What follows belongs to an exercise in optimizing a design on an open flow for small area; a production flow would make more cautious choices.
The RTL was checked by simulation tests, not by an equivalence proof against the original design.
The clock port is modelled as an ideal driver, which makes a skipped or thinned clock tree look cheaper than it is; a real chip needs a root buffer or a tree.
Power figures rest on the tool's default switching activity, not on a simulated workload.

==> design/flow/design.v <==
`timescale 1ns / 1ps
module Top_UART(
    input wire i_clk,
    input wire i_reset,
    input wire i_rx,
    output wire o_tx,
    output wire [7:0] operando_A, operando_B
);
    reg [8:0] bcnt;
    wire tick = bcnt[0] & ~bcnt[2] & ~bcnt[5] & bcnt[6] & bcnt[7] & ~bcnt[8];
    always @(posedge i_clk)
        if (i_reset | tick) bcnt <= 9'd17;
        else                bcnt <= {~bcnt[7:0], bcnt[8] ^ bcnt[1]};
    reg        ridle;
    reg [3:0]  rt;
    reg [9:0]  rsn;
    wire rseg    = tick & (rt == 4'd15);
    wire rx_done = ~ridle & rseg & ~rsn[0] & i_rx;
    wire [7:0] rbyte = ~rsn[9:2];
    always @(posedge i_clk) begin
        if (i_reset)
            ridle <= 1'b1;
        else if (ridle) begin
            if (~i_rx) ridle <= 1'b0;
        end else if (rseg & ~rsn[0])
            ridle <= 1'b1;
    end
    always @(posedge i_clk) begin
        if (ridle) begin
            rt  <= 4'd8;
            rsn <= 10'b01_1111_1111;
        end else begin
            if (tick) rt <= rt + 4'd1;
            if (rseg) rsn <= {~i_rx, rsn[9:1]};
        end
    end
    reg [3:0] ts, tt;
    wire [3:0] s = ts;
    wire loada = rx_done & ~ts[2] & ~ts[1];
    wire loadb = rx_done & ts[1];
    wire load  = rx_done & ts[2];
    wire pre   = ~ts[3] & ts[2] & ts[1] & ~ts[0];
    wire tadv  = pre | (tick & (ts[3] | (ts[2] & ts[1])));
    wire tend  = (tt == 4'd15);
    always @(posedge i_clk) begin
        if (load)      tt <= 4'hE;
        else if (tadv) tt <= tt + 4'd1;
        if (i_reset)   ts <= 4'd0;
        else if (rx_done)     ts <= ts + 4'd2;
        else if (tadv & tend) ts <= ts + 4'd1;
    end
    wire tseg = tick & tend;
    reg [7:0] ra, rb;
    wire [7:0] rdat = ~(rsn[9:2] | {8{i_reset}});
    always @(posedge i_clk) begin
        if (i_reset | loada) ra <= rdat;
        if (i_reset | loadb) rb <= rdat;
    end
    assign operando_A = ra;
    assign operando_B = rb;
    wire [5:0] o = rbyte[5:0];
    wire valid = o[5] & ~o[4] & ~(o[3] & (o[2] | o[1])) & ~(~o[3] & ~o[2] & o[0]);
    reg [2:0] opc;
    reg cy;
    wire [2:0] bi = s[2:0];
    wire p2 = opc[2], p1 = opc[1], p0 = opc[0];
    wire shift = (~p2 & p1 & p0 & cy) | (p2 & ~p1 & ~cy);
    wire [3:0] bidx = {1'b0, bi} + (shift ? {1'b0, ra[2:0]} : 4'd0);
    wire ovf = bidx[3] | (|ra[7:3]);
    wire a = ra[bi];
    wire b = rb[bidx[2:0]];
    wire sub = ~p2 & ~p1 & p0;
    wire bx = b ^ sub;
    wire sum = a ^ bx ^ cy;
    wire mj = (a & bx) | (a & cy) | (bx & cy);
    wire upd = ~p2 & ~p1;
    always @(posedge i_clk) begin
        if (load) begin
            opc <= o[3:1] | {3{~valid}};
            cy  <= o[0] | (~o[2] & o[1]);
        end else if (tseg & upd & s[3])
            cy <= mj;
    end
    wire shb = ovf ? (cy & rb[7]) : b;
    wire rbit = p2 ? (p1 ? 1'b1 : (cy ? ~mj : shb)) : (p1 ? (p0 ? (cy ? shb : sum) : mj) : sum);
    reg txr;
    always @(posedge i_clk)
        if (i_reset) txr <= 1'b0;
        else         txr <= s[3] ? rbit : ~s[0];
    assign o_tx = txr;
endmodule
==> design/flow/flow/run.sh <==
#!/bin/bash
# The standard layout (standard.sh) with these changes:
#  - synthesis is the standard flow's own script, except that the one ABC call that maps
#    the logic is run with several area-oriented ABC scripts (flow/abc_*.abc)
#    and the smallest result is kept (flow/abc_override.tcl), and adders are
#    left to ABC instead of being mapped to full/half-adder cells first;
#    registers are mapped before ABC, as in the standard synthesis;
#  - port buffers are the smallest buffer (buf_1);
#  - after CTS, its tree is replaced by 3 clkbuf_8 driven straight from the
#    clock port, each driving one balanced cluster of flip-flops (flow/clock_tree.tcl).
set -euo pipefail
here=$(pwd)
export FLOW_DIR=$here
export FLOW_CLK_K=3
export FLOW_CLK_BUF=sky130_fd_sc_hd__clkbuf_8
export FLOW_ABC_SCRIPTS="$(ls $here/flow/abc_*.abc | tr '\n' ' ')"
{ head -n 1 synth_recipe.tcl; cat flow/abc_override.tcl; tail -n +2 synth_recipe.tcl; } > flow_synth.tcl
bash standard.sh \
  SYNTH_SCRIPT=$here/flow_synth.tcl \
  ADDER_MAP_FILE= \
  "BUFFER_PORTS_ARGS=-buffer_cell sky130_fd_sc_hd__buf_1" \
  "CTS_ARGS=-sink_clustering_enable -repair_clock_nets -dont_use_dummy_load -buf_list sky130_fd_sc_hd__clkbuf_8" \
  POST_CTS_TCL=$here/flow/clock_tree.tcl \
  finish > flow_standard.log 2>&1
==> design/flow/flow/abc_a2.abc <==
&get -n
&st
&dch -f
&nf -R 1000
&put
==> design/flow/flow/abc_b5.abc <==
strash
dch -f
amap
topo
==> design/flow/flow/abc_d1.abc <==
strash
dch
amap
==> design/flow/flow/abc_d3.abc <==
strash
balance
dch -f
amap
==> design/flow/flow/abc_d4.abc <==
&get -n
&st
&dch
&nf -R 1000
&put
==> design/flow/flow/abc_d6.abc <==
&get -n
&st
&dc2
&dch -f
&nf -R 1000
&put
==> design/flow/flow/abc_d7.abc <==
strash
dch -f
amap -m
==> design/flow/flow/abc_e4.abc <==
strash
ifraig
dch
amap
==> design/flow/flow/abc_e7.abc <==
strash
refactor
rewrite
dch
amap
==> design/flow/flow/abc_g4.abc <==
&get -n
&st
&syn2
&deepsyn -T 20 -S 3
&put
strash
dch
amap
==> design/flow/flow/abc_h1.abc <==
&get -n
&st
&syn2
&deepsyn -T 20 -S 1
&put
strash
dch
amap
==> design/flow/flow/abc_h2.abc <==
&get -n
&st
&syn2
&deepsyn -T 20 -S 2
&put
strash
dch
amap
==> design/flow/flow/abc_h4.abc <==
&get -n
&st
&syn2
&deepsyn -T 20 -S 4
&put
strash
dch
amap
==> design/flow/flow/abc_h5.abc <==
&get -n
&st
&syn2
&deepsyn -T 20 -S 5
&put
strash
dch
amap
==> design/flow/flow/abc_h6.abc <==
&get -n
&st
&syn2
&deepsyn -T 20 -S 6
&put
strash
dch
amap
==> design/flow/flow/abc_h7.abc <==
&get -n
&st
&syn2
&deepsyn -T 20 -S 7
&put
strash
dch
amap
==> design/flow/flow/abc_i2.abc <==
&get -n
&st
&syn2
&deepsyn -T 20 -S 2
&dch
&nf -R 1000
&put
==> design/flow/flow/abc_i3.abc <==
&get -n
&st
&syn2
&deepsyn -T 20 -S 3
&dch
&nf -R 1000
&put
==> design/flow/flow/abc_j3.abc <==
&get -n
&st
&syn2
&deepsyn -T 60 -S 3
&put
strash
dch
amap
==> design/flow/flow/abc_k10.abc <==
&get -n
&st
&syn2
&deepsyn -T 20 -S 10
&put
strash
dch
amap
==> design/flow/flow/abc_k11.abc <==
&get -n
&st
&syn2
&deepsyn -T 20 -S 11
&put
strash
dch
amap
==> design/flow/flow/abc_k8.abc <==
&get -n
&st
&syn2
&deepsyn -T 20 -S 8
&put
strash
dch
amap
==> design/flow/flow/abc_k9.abc <==
&get -n
&st
&syn2
&deepsyn -T 20 -S 9
&put
strash
dch
amap
==> design/flow/flow/abc_override.tcl <==
# ORFS maps the logic with one abc call. Run it once per script in
# FLOW_ABC_SCRIPTS (area-oriented ABC scripts) on the same design and keep the
# smallest result. Registers are mapped before this call and are not touched.
proc abc {args} {
  set si [expr {[lsearch -exact $args -script] + 1}]
  set statargs {}
  for {set j 0} {$j < [llength $args]} {incr j} {
    if {[lindex $args $j] eq "-liberty"} { lappend statargs -liberty [lindex $args [expr {$j + 1}]] }
  }
  yosys design -save flow_pre_abc
  set bestarea 1e18
  set best ""
  set k 0
  foreach sc $::env(FLOW_ABC_SCRIPTS) {
    yosys design -load flow_pre_abc
    if {$si > 0} { lset args $si $sc }
    yosys abc {*}$args
    set f $::env(FLOW_DIR)/abc_stat_$k.txt
    yosys tee -q -o $f stat {*}$statargs
    set fh [open $f]
    set txt [read $fh]
    close $fh
    set area 1e18
    foreach {m a} [regexp -all -inline {Chip area for module[^:]*:\s*([0-9.]+)} $txt] { set area $a }
    puts "flow: abc script [file tail $sc]: area $area"
    if {$area < $bestarea} {
      set bestarea $area
      set best $sc
      yosys design -save flow_best_abc
    }
    incr k
  }
  yosys design -load flow_best_abc
  puts "flow: kept abc script [file tail $best], area $bestarea"
}
==> design/flow/flow/clock_tree.tcl <==
# Replace the clock tree built by CTS with FLOW_CLK_K buffers driven straight
# from the clock port, each driving one cluster of the clock sinks (k-means on
# the sink locations, balanced), placed at its cluster's centre.
set block [ord::get_db_block]
set clk_port_net [$block findNet i_clk]
set bufs {}
foreach inst [$block getInsts] {
  set m [[$inst getMaster] getName]
  if {[string match "sky130_fd_sc_hd__clkbuf_*" $m] && [string match "clkbuf_*" [$inst getName]]} {
    lappend bufs [$inst getName]
  }
}
puts "flow: removing clock tree buffers: $bufs"
if {[llength $bufs] > 0} { remove_buffers {*}$bufs }
set pts {}
foreach it [$clk_port_net getITerms] {
  set inst [$it getInst]
  set bb [$inst getBBox]
  set x [expr {([$bb xMin] + [$bb xMax]) / 2.0}]
  set y [expr {([$bb yMin] + [$bb yMax]) / 2.0}]
  lappend pts [list [$inst getName] [[$it getMTerm] getName] $x $y]
}
set k $::env(FLOW_CLK_K)
set n [llength $pts]
# initial centres: sinks spread by sorted x+y
set sorted [lsort -real -index 2 $pts]
set cs {}
for {set i 0} {$i < $k} {incr i} {
  set p [lindex $sorted [expr {int(($i + 0.5) * $n / $k)}]]
  lappend cs [list [lindex $p 2] [lindex $p 3]]
}
# k-means with balanced clusters: each cluster takes at most ceil(n/k) sinks;
# sinks are assigned in order of how much they prefer their nearest centre
set cap [expr {($n + $k - 1) / $k}]
for {set iter 0} {$iter < 50} {incr iter} {
  set order {}
  foreach p $pts {
    set ds {}
    for {set i 0} {$i < $k} {incr i} {
      set c [lindex $cs $i]
      lappend ds [list $i [expr {abs([lindex $p 2] - [lindex $c 0]) + abs([lindex $p 3] - [lindex $c 1])}]]
    }
    set ds [lsort -real -index 1 $ds]
    set regret [expr {[llength $ds] > 1 ? [lindex $ds 1 1] - [lindex $ds 0 1] : 0}]
    lappend order [list $regret $p $ds]
  }
  set order [lsort -real -decreasing -index 0 $order]
  set groups {}
  set cnt {}
  for {set i 0} {$i < $k} {incr i} { lappend groups {}; lappend cnt 0 }
  foreach e $order {
    set p [lindex $e 1]
    foreach d [lindex $e 2] {
      set i [lindex $d 0]
      if {[lindex $cnt $i] < $cap} {
        lset groups $i [concat [lindex $groups $i] [list $p]]
        lset cnt $i [expr {[lindex $cnt $i] + 1}]
        break
      }
    }
  }
  set cs {}
  foreach g $groups {
    set sx 0; set sy 0
    foreach p $g { set sx [expr {$sx + [lindex $p 2]}]; set sy [expr {$sy + [lindex $p 3]}] }
    set m [llength $g]
    if {$m == 0} { set m 1 }
    lappend cs [list [expr {$sx / $m}] [expr {$sy / $m}]]
  }
}
set dbu [$block getDbUnitsPerMicron]
for {set i 0} {$i < $k} {incr i} {
  set g [lindex $groups $i]
  if {[llength $g] == 0} continue
  set pins {}
  foreach p $g { lappend pins [get_pins "[lindex $p 0]/[lindex $p 1]"] }
  set c [lindex $cs $i]
  set cx [expr {[lindex $c 0] / $dbu}]; set cy [expr {[lindex $c 1] / $dbu}]
  set ib [insert_buffer -buffer_cell $::env(FLOW_CLK_BUF) -net i_clk -load_pins $pins -location [list $cx $cy] -buffer_name clkleaf_$i -net_name clkleaf_$i]
  set bi [$block findInst [get_full_name $ib]]
  puts "flow: buffer [$bi getName] [[$bi getMaster] getName] drives [llength $g] sinks at $cx $cy"
  foreach it [$bi getITerms] {
    if {[$it isOutputSignal]} { [$it getNet] setSigType CLOCK }
  }
}
$clk_port_net setSigType CLOCK
detailed_placement
check_placement -verbose
estimate_parasitics -placement
==> design/flow/standard.sh <==
#!/bin/bash
# synth_recipe.tcl (not shown) runs the flow's synth.tcl, then flattens the netlist and writes it again
# the make line also repeats each setting of config.mk as NAME=value (left out here)
make -C /OpenROAD-flow-scripts/flow DESIGN_CONFIG=/design/flow/config.mk WORK_HOME=/design/flow/orfs CLKGATE_MAP_FILE= SYNTH_SCRIPT=/design/flow/synth_recipe.tcl "${@:-finish}"
==> design/flow/config.mk <==
export PLATFORM = sky130hd
export DESIGN_NAME = Top_UART
export DESIGN_NICKNAME = Top_UART
export VERILOG_FILES = /design/flow/design.v
export SDC_FILE = /design/flow/constraint.sdc
export NUM_CORES = 4
export LEC_CHECK = 0
export CAP_MARGIN = 20
export CORE_MARGIN = 2
export CORE_UTILIZATION = 40
export GPL_TIMING_DRIVEN = 0
export SLEW_MARGIN = 20
==> design/flow/constraint.sdc <==
create_clock -name core_clock -period 10.0 [get_ports {i_clk}]
set_input_delay 2.0000 -clock core_clock [delete_from_list [all_inputs] [get_ports {i_clk}]]
set_output_delay 2.0000 -clock core_clock [all_outputs]
set_load 0.01 [all_outputs]
==> summary.md, run 1 <==
The run finished with no timing, DRC or antenna violations. The core area came out at 5110 µm². From synthesis to final layout, the design area changed by 9.51%. The tools report the share of synthesized area occupied by flip-flops and latches as 59.9%. Summed over all layers, the routed wires come to 4150 µm. The signal on the critical path passes through clkinv_1 -> nand2_1 -> o221ai_1 -> nor2_1 -> nor2_1 -> a21oi_1 -> clkinv_1 -> o22ai_1 -> nor2_1 -> o32ai_1 -> o21ai_0 -> nor2_1 -> o21ai_0 -> o311ai_0 -> a21oi_1 -> nor2_1 -> nor2_1.

The number of vias after detailed routing is 1,675. Cell count of the worst reg-to-reg path: 17. Setup violations remaining at the end of the flow were counted as 0.

The number of global-route vias before repair was 1,440. The floorplan step set the die width to 76.6 µm. By area, the combinational part of the netlist is dominated by simple AND/OR/NAND/NOR gates. Counting the fill cells in the layout gives 521. The worst path setup slack after routing was 6.50 ns. Slack of the worst reg-to-reg path: 6.50 ns. The highest metal layer carrying signal wires in the routed design is met4.

The slew at the pin closest to its max-slew limit was 0.763 ns. For the worst setup path, the data arrival time is 3.54 ns. The initialized floorplan defines 26 standard-cell rows. The xor and xnor fraction of the mapped netlist area was 0%; the weighted congestion at the end of routability-driven global placement was 0.801. After detailed routing, the met2 layer carries 1870 µm of wire. The number of antenna violations at the first check in global routing was 0; the routed wire length per instance was 13.3 µm.

The worst hold path cell count works out to 1. Cell occurring most often along the worst timing path: nor2_1. The sum of routed wire segments on met1 came out at 1940 µm. The tools report the detailed router's first-iteration violation count as 164.

The worst setup path is of the flip-flop to flip-flop kind. 20 I/O pins were placed. In the synthesized netlist, the number of instances is 220. Multiplexer area fraction after synthesis: 0%. The tree built by TritonCTS fans out to 53 sinks. The compound-gate portion of the synthesized area works out to 17.6%.

For this design the ratio of total power to cell area is 142 nW/µm². After synthesis, the cell types taking the most area are dfxtp_1 (31%), edfxtp_1 (29%), nor2_1 (9.3%), o22a_1 (4.2%), clkinv_1 (3.4%). After detailed routing, the number of remaining DRC violations is 0. For the overall fraction of global-route tracks in use, the log shows 17.5%. The worst IR drop on VDD is 0.0921 mV. In this run the most critical hold path is launched from bcnt[3]$_SDFF_PP0_. The worst register-to-register path ends at txr$_SDFF_PP0_. The tools report the worst setup skew after layout as 0.00584 ns.

Upper clock frequency limit: 0.285 GHz. Minimum setup slack after placement: 6.33 ns. The final antenna-violating net count came out at 0. The top cell family by delay on the critical path was compound AO/OA/AOI/OAI gates.

The instance count after placement with tap cells included was 309; the relative slew slack was 48.8%. Each instance of the synthesized netlist takes up on average 9.57 µm². The run gives 0 as the total inserted antenna cells.

The slowest stage of the critical path belongs to the cell o32ai_1. The clock transition at the register clock pins on the worst setup and hold paths after CTS came out at 0.11 ns. Detailed routing placed a total of 247 µm of wire on met3.

STA classifies the critical path startpoint as a flip-flop. Iteration count of the initial detailed-routing pass: 7. The post-synthesis register bit count came out at 53.

In the final design database the tool counted 247 nets. Detailed placement ended at an HPWL of 3100 µm. Counting every net in the synthesized netlist gives 223. The logs give 28 for the number of distinct library cells after synthesis and 41.2% for the initial core utilization. Setup repair after global routing left no endpoint under its margin.

The highest net fanout along the worst path works out to 5. The synthesized design devotes to its leading area cell type 31.4% of total area. The mapped netlist covers 2110 µm².

The logs give 312 for the final instance count without filler cells and 0.327 mW for the total power draw. The adder and majority gate portion of the synthesized area came out at 0%. The hold violation total from the final report is 0, and the height of the die is 76.6 µm. The maximum number of pins on one net before global-route repair is 19, and the number of slew-limit violations in the final report is 0. Clock latency on the worst-skew pair, taken at its later pin, is 0.16 ns. The largest total area in the synthesized netlist belongs to dfxtp_1. Summed over all failing endpoints, the final setup total negative slack is 0 ns. The first global-routing pass estimated 6910 µm of wire. Beginning of the worst register-to-register path: opc[1]$_DFFE_PP_. The tightest min-delay check is of the flip-flop to flip-flop type. During placement, the flow inserted port buffers numbering 19.

The final critical path time including I/O delays and setup was 3.50 ns. In the routed layout, each cell is associated on average with a via count of 5.37. The static leakage power was 0.802 nW; the required arrival time at the worst endpoint was 10.03 ns. Hold is met by 0.375 ns.

The logs give 5860 µm² for the die area and 0 for the number of violations of the max-capacitance limit. Counting both buffers and inverters, the worst setup path holds a total of 2. Dividing the final minimum period by the clock period gives 35.0%.

The post-route netlist has 1.24% of its cells at a drive strength greater than 1. The kind of end point of the critical path was a flip-flop. The largest incremental delay on the critical path works out to 0.44 ns.

The count of warnings emitted by yosys is 1. End point of the worst hold path: bcnt[4]$_SDFF_PP1_. Of the total synthesized cell area, the portion taken by AND, OR, NAND and NOR gates is 19.1%. Global routing finished with a remaining overflow of 0.
==> layout make-up, without the clock buffers <==
class                   instances  area (µm²)  area share, %
repair buffers                 19        71.3           3.09
multi-input cells             148         773           33.5
well taps                      70        87.6           3.80
flip-flops and latches         53        1260           54.7
inverters                      19        71.3           3.09
==> kinds of logic after synthesis <==
group	Yosys count
compound gates	54
flops	53
simple gates	94
buf+inv	19
==> how the worst max path moves through the flow <==
| stage | start | endpoint | cells after the start |
|---|---|---|---|
| floorplan | i_rx | ra[0]$_DFFE_PP_ | 2 |
| global placement | i_rx | ra[4]$_DFFE_PP_ | 3 |
| detailed placement | i_reset | ra[4]$_DFFE_PP_ | 3 |
| global route | opc[1]$_DFFE_PP_ | txr$_SDFF_PP0_ | 17 |
| finish | opc[1]$_DFFE_PP_ | txr$_SDFF_PP0_ | 17 |
==> cell usage in the layout (no fill, tap or decap) <==
cell and n:
a211o_1 2, a211oi_1 2, a21o_1 1, a21oi_1 9, a221o_1 1, a31oi_1 2
and2_0 3, and3_1 5, buf_1 19, clkbuf_8 3, clkinv_1 19, dfxtp_1 33
edfxtp_1 20, nand2_1 18, nand3_1 2, nand4b_1 1, nor2_1 52, nor2b_1 1
nor3_1 8, nor4_1 1, o211ai_1 2, o21a_1 2, o21ai_0 7, o21ai_1 2
o221ai_1 2, o22a_1 10, o22ai_1 9, o311ai_0 1, o32ai_1 2, or2_0 2
or3_1 1
==> report_power, final <==
part	total [mW]	internal, mW	switching [mW]	leakage (nW)
Combinational	0.0144	0.00459	0.00977	0.317
Clock	0.0802	0.0280	0.0523	0.0216
Sequential	0.233	0.229	0.00383	0.464
==> sequential cells by signal, summed over array words and instances, names as in the netlist <==
| name | flops |
|---|---|
| opc | 3 |
| rsn | 10 |
| ts | 4 |
| rt | 4 |
| rb | 8 |
| bcnt | 9 |
| tt | 4 |
| ridle | 1 |
| cy | 1 |
| ra | 8 |
| txr | 1 |
==> per-layer routing <==
| layer | track usage, % | vias to the layer above |
|---|---|---|
| met2 | 27.3 | 58 |
| li1 | - | 838 |
| met3 | 2.73 | 11 |
| met4 | 6.00 | 0 |
| met1 | 24.8 | 768 |
| met5 | 0 | - |
==> per-stage QoR <==
step	util, %	cell area [µm²]
after floorplan	-	2110
after global placement	44.3	2260
after detailed placement	44.3	2260
after global routing	45.1	2310
final	45.1	2310
==> Yosys cell counts, drive strengths merged <==
cell type  instances
a211o              2
a211oi             2
a21o               1
a21oi              9
a221o              1
a31oi              2
and2               3
and3               5
clkinv            19
dfxtp             33
edfxtp            20
nand2             18
nand3              2
nand4b             1
nor2              52
nor2b              1
nor3               8
nor4               1
o211ai             2
o21a               2
o21ai              9
o221ai             2
o22a              10
o22ai              9
o311ai             1
o32ai              2
or2                2
or3                1
==> run 2: changes to the inputs <==
--- a/design/flow/flow/run.sh
+++ b/design/flow/flow/run.sh
@@ -1,7 +1,8 @@
 #!/bin/bash
 # The standard layout (standard.sh) with these changes:
 #  - synthesis is the standard flow's own script, except that the one ABC call that maps
-#    the logic is run with several area-oriented ABC scripts (flow/abc_*.abc)
+#    the logic is run with several area-oriented ABC scripts (flow/abc_*.abc,
+#    and deepsyn scripts with several seeds written by this script)
 #    and the smallest result is kept (flow/abc_override.tcl), and adders are
 #    left to ABC instead of being mapped to full/half-adder cells first;
 #    registers are mapped before ABC, as in the standard synthesis;
@@ -13,7 +14,15 @@
 export FLOW_DIR=$here
 export FLOW_CLK_K=3
 export FLOW_CLK_BUF=sky130_fd_sc_hd__clkbuf_8
-export FLOW_ABC_SCRIPTS="$(ls $here/flow/abc_*.abc | tr '\n' ' ')"
+# deepsyn scripts, one per seed, written here
+mkdir -p $here/abc_gen
+for sd in $(seq 1 28); do
+  printf '&get -n\n&st\n&syn2\n&deepsyn -T 20 -S %d\n&put\nstrash\ndch\namap\n' $sd > $here/abc_gen/abc_ds$sd.abc
+done
+for sd in 1 2 3; do
+  printf '&get -n\n&st\n&syn2\n&deepsyn -T 20 -S %d\n&dch\n&nf -R 1000\n&put\n' $sd > $here/abc_gen/abc_dn$sd.abc
+done
+export FLOW_ABC_SCRIPTS="$(ls $here/flow/abc_*.abc $here/abc_gen/abc_*.abc | tr '\n' ' ')"
 { head -n 1 synth_recipe.tcl; cat flow/abc_override.tcl; tail -n +2 synth_recipe.tcl; } > flow_synth.tcl
 bash standard.sh \
   SYNTH_SCRIPT=$here/flow_synth.tcl \
removed: design/flow/flow/abc_g4.abc
removed: design/flow/flow/abc_h1.abc
removed: design/flow/flow/abc_h2.abc
removed: design/flow/flow/abc_h4.abc
removed: design/flow/flow/abc_h5.abc
removed: design/flow/flow/abc_h6.abc
removed: design/flow/flow/abc_h7.abc
removed: design/flow/flow/abc_i2.abc
removed: design/flow/flow/abc_i3.abc
removed: design/flow/flow/abc_j3.abc
removed: design/flow/flow/abc_k10.abc
removed: design/flow/flow/abc_k11.abc
removed: design/flow/flow/abc_k8.abc
removed: design/flow/flow/abc_k9.abc
==> summary.md, run 2 <==
The setup path with the least slack is of type flip-flop to flip-flop. The first TritonRoute pass finished after 5 iterations. Setup repair after global routing left no endpoint under its margin. The count of warnings emitted by yosys came out at 1.

The first global-routing pass estimated 6600 µm of wire. Cell accounting for the most synthesized area: dfxtp_1. The path type of the worst min-delay path was flip-flop to flip-flop. The tools report the number of antenna violations at the first check in global routing as 0. Counting flops with an async set or reset pin after synthesis yields a share of 0%.

The average via count per standard cell is 5.36. Once layout is done, the placed cells without fillers occupy 2310 µm². The area share of the largest cell type after synthesis is 31.4%, and the total power draw is 0.336 mW. The weighted congestion at the end of routability-driven global placement is 0.899, and the number of violations of the max-capacitance limit is 0. Once detail routing completed, the nets flagged for antenna violations numbered 0. In this run, the number of DRC markers left after iteration 0 of detailed routing was 189. The run gives 0.764 nW as the static leakage power. The layout cell share with drive strength beyond 1 is 1.70%, and the number of clock sinks is 53.

The floorplan step defined a die boundary enclosing 5850 µm². After detailed placement, the total cell area comes to 2260 µm². From synthesis to final layout, the design area changed by 9.77%.

For this block, the via count after detailed routing is 1,636. Input and output buffers added on the ports amount to 19. The clock latency on the worst-skew pair is 0.17 ns, and the overall fraction of global-route tracks in use is 17.0%. In the synthesized netlist, the cells that appear most often are nor2_1 (51), dfxtp_1 (33), edfxtp_1 (20). The tools report the maximum number of pins on one net before global-route repair as 19.

Summed over all nets, the switching power comes to 0.0704 mW. The number of slew-limit violations in the final report is 0, and the number of core rows is 26. The logs give 4.15 ns for the data arrival time at the worst-slack endpoint and 5.93 ns for the worst path setup slack after routing. In the final layout, the registers with the most flip-flops are rsn (10), bcnt (9). Relative slew slack: 45.1%. Startpoint class of the critical path: a flip-flop. The post-synthesis register bit count works out to 53.

The mapped netlist covers 2100 µm². Setup violations remaining at the end of the flow were counted as 0. Of the total power, the clock network draws 24.5%. The initial core utilization was 41.4%; the count of nets after finishing was 240. For this run the aggregate overflow at the end of global routing stands at 0.

Worst IR drop on VDD: 0.0804 mV. After synthesis, the netlist uses 32 different library cells. The setup TNS is 0 ns.

The combinational cell fraction of total power was 5.1%; the fraction of power spent switching nets was 21.0%. The tools report the hold violation total from the final report as 0. The final critical path time including I/O delays and setup came out at 4.07 ns. For this run, the top clock speed supported by timing is 0.246 GHz. Synthesized netlist net count: 216. The most used flip-flop cell after synthesis is dfxtp_1.

Before CTS, the worst setup slack after placement is 6.08 ns. The leading cell type in the layout, fill and taps excluded is nor2_1. The power density over cell area is 146 nW/µm².

The top cell types in the final layout, fill and taps aside, are nor2_1 (51), dfxtp_1 (33), edfxtp_1 (20). After synthesis, the cell types taking the most area are dfxtp_1 (31%), edfxtp_1 (29%), nor2_1 (9.1%), o22a_1 (3.8%), clkinv_1 (3.2%). The tools report the core area as 5070 µm². The die is 76.5 µm tall. The routed wire length came out at 4100 µm. In this run, synthesis inferred 20 flip-flops with an integrated enable. The run finished with no timing, DRC or antenna violations.

The number of antenna diodes in the final layout is 0. The register with the most flip-flops in the layout has 10 of them. The portion of the clock cycle consumed by the worst path in the final layout works out to 40.7%.

The number of global-route vias before repair came out at 1,388. The share of synthesized area occupied by flip-flops and latches is 60.0%, and the routed wire length per instance is 13.4 µm. The internal cell power was 0.266 mW; the highest net fanout along the worst path was 10. The mean area per synthesized cell is 9.86 µm², and the slew at the pin closest to its max-slew limit is 0.818 ns.

Detailed placement finished with a half-perimeter wire length of 2960 µm. The worst setup path is captured at a flip-flop. From left edge to right edge, the die measures 76.5 µm.

Clock-pin slew was measured on the worst setup and hold paths at 0.12 ns. More flip-flops sit in one register than any other, and that register is rsn. In the routed design, unresolved DRC markers number 0. The instance count after placement with tap cells included was 302; the final instance count without filler cells was 305. For the worst setup skew after layout, the log shows 0.0174 ns. The run gives 70.4% as the sequential share of power. In the synthesized netlist, the number of instances is 213. The leading cell type by number of instances after synthesis was nor2_1.

20 I/O pins were placed. The required arrival time at the worst endpoint was 10.08 ns.
run 2: kinds of logic after synthesis:
kind of cell	Yosys count	share of synthesized area [%]
DFF	53	60.0
buffers and inverters	18	3.22
AOI/OAI and AO/OA	55	19.3
and+or+nand+nor	87	17.5
run 2: power groups by stage:
stage | combinational (mW) | clock, mW | sequential, mW
2_1_floorplan | 0.0105 | 0 | 0.241
3_3_place_gp | 0.0172 | 0 | 0.241
3_5_place_dp | 0.0174 | 0 | 0.241
5_1_grt | 0.0196 | 0.0928 | 0.238
6_report | 0.0172 | 0.0823 | 0.236
run 2: worst paths after layout:
check / startpoint / to / slack, ns / cells after the start
setup / recovery: ts[1]$_SDFFE_PP0P_ / txr$_SDFF_PP0_ / 5.93 / 19
hold reg to reg: bcnt[3]$_SDFF_PP0_ / bcnt[4]$_SDFF_PP1_ / 0.37 / 1
hold / removal: bcnt[3]$_SDFF_PP0_ / bcnt[4]$_SDFF_PP1_ / 0.37 / 1
setup reg to reg: ts[1]$_SDFFE_PP0P_ / txr$_SDFF_PP0_ / 5.93 / 19
run 2: layout make-up, without the clock buffers:
class	instances	area, µm²
fillers	497	2770
inverters	18	67.6
multi-input cells	142	777
flip-flops and latches	53	1260
well taps	70	87.6
repair buffers	19	71.3
run 2: per-stage QoR:
step | util, % | hold slack (ns)
after floorplan | - | 0.343
after global routing | 45.4 | 0.388
after detailed placement | 44.6 | 0.351
after global placement | 44.5 | 0.348
final | 45.4 | 0.373
run 2: metal layers:
metal / part of all wire (%) / vias to the layer above / track usage, %
met5: 0 / - / 0
met4: 2.1 / 0 / 4.73
met3: 8.1 / 9 / 3.08
met2: 42 / 62 / 23.6
met1: 47 / 739 / 26.9
li1: - / 826 / -
run 2: critical path, stage by stage (launching register included):
cell	delay (ns)
dfxtp_1	0.51
clkinv_1	0.32
o21ai_0	0.43
nor2_1	0.10
a211oi_1	0.28
nor2_1	0.07
a21oi_1	0.26
clkinv_1	0.15
a221o_1	0.28
a31oi_1	0.32
a21oi_1	0.08
a31oi_1	0.19
nand2_1	0.10
nand2_1	0.14
o21ai_0	0.09
o21ai_0	0.10
nor2_1	0.07
nor3_1	0.18
nor2_1	0.06
o31ai_1	0.24

-- re-timing with driven ports --
In the flow no input, the clock included, has a driving cell. The finished layouts below were timed again as built, in two steps.
Step 1, drivers: a clkbuf_16 drives i_clk and a buf_2 each remaining input, both assumed.
Step 2 adds t to the input delays and takes it off the output delays; t is the mean of the earliest and latest rising clock arrival at the registers after step 1. Input paths then give back, and output paths get back, about the clock's delay inside the block.
Slacks: ideal / step 1 / step 2; pairs: ideal / step 1.
run	shift t [ns]	setup slack, ns	worst register clock-pin slew, ns	worst slew at a driven data input, ns
run 1	0.206	6.496 / 6.496 / 6.368	0.11 / 0.11	0.03
run 2	0.209	5.927 / 5.927 / 5.927	0.12 / 0.12	0.03
After both steps every run listed still meets setup and hold. The setup slack of run 1, which loses most, moves by 0.000 ns with the drivers and by -0.128 ns with both steps.
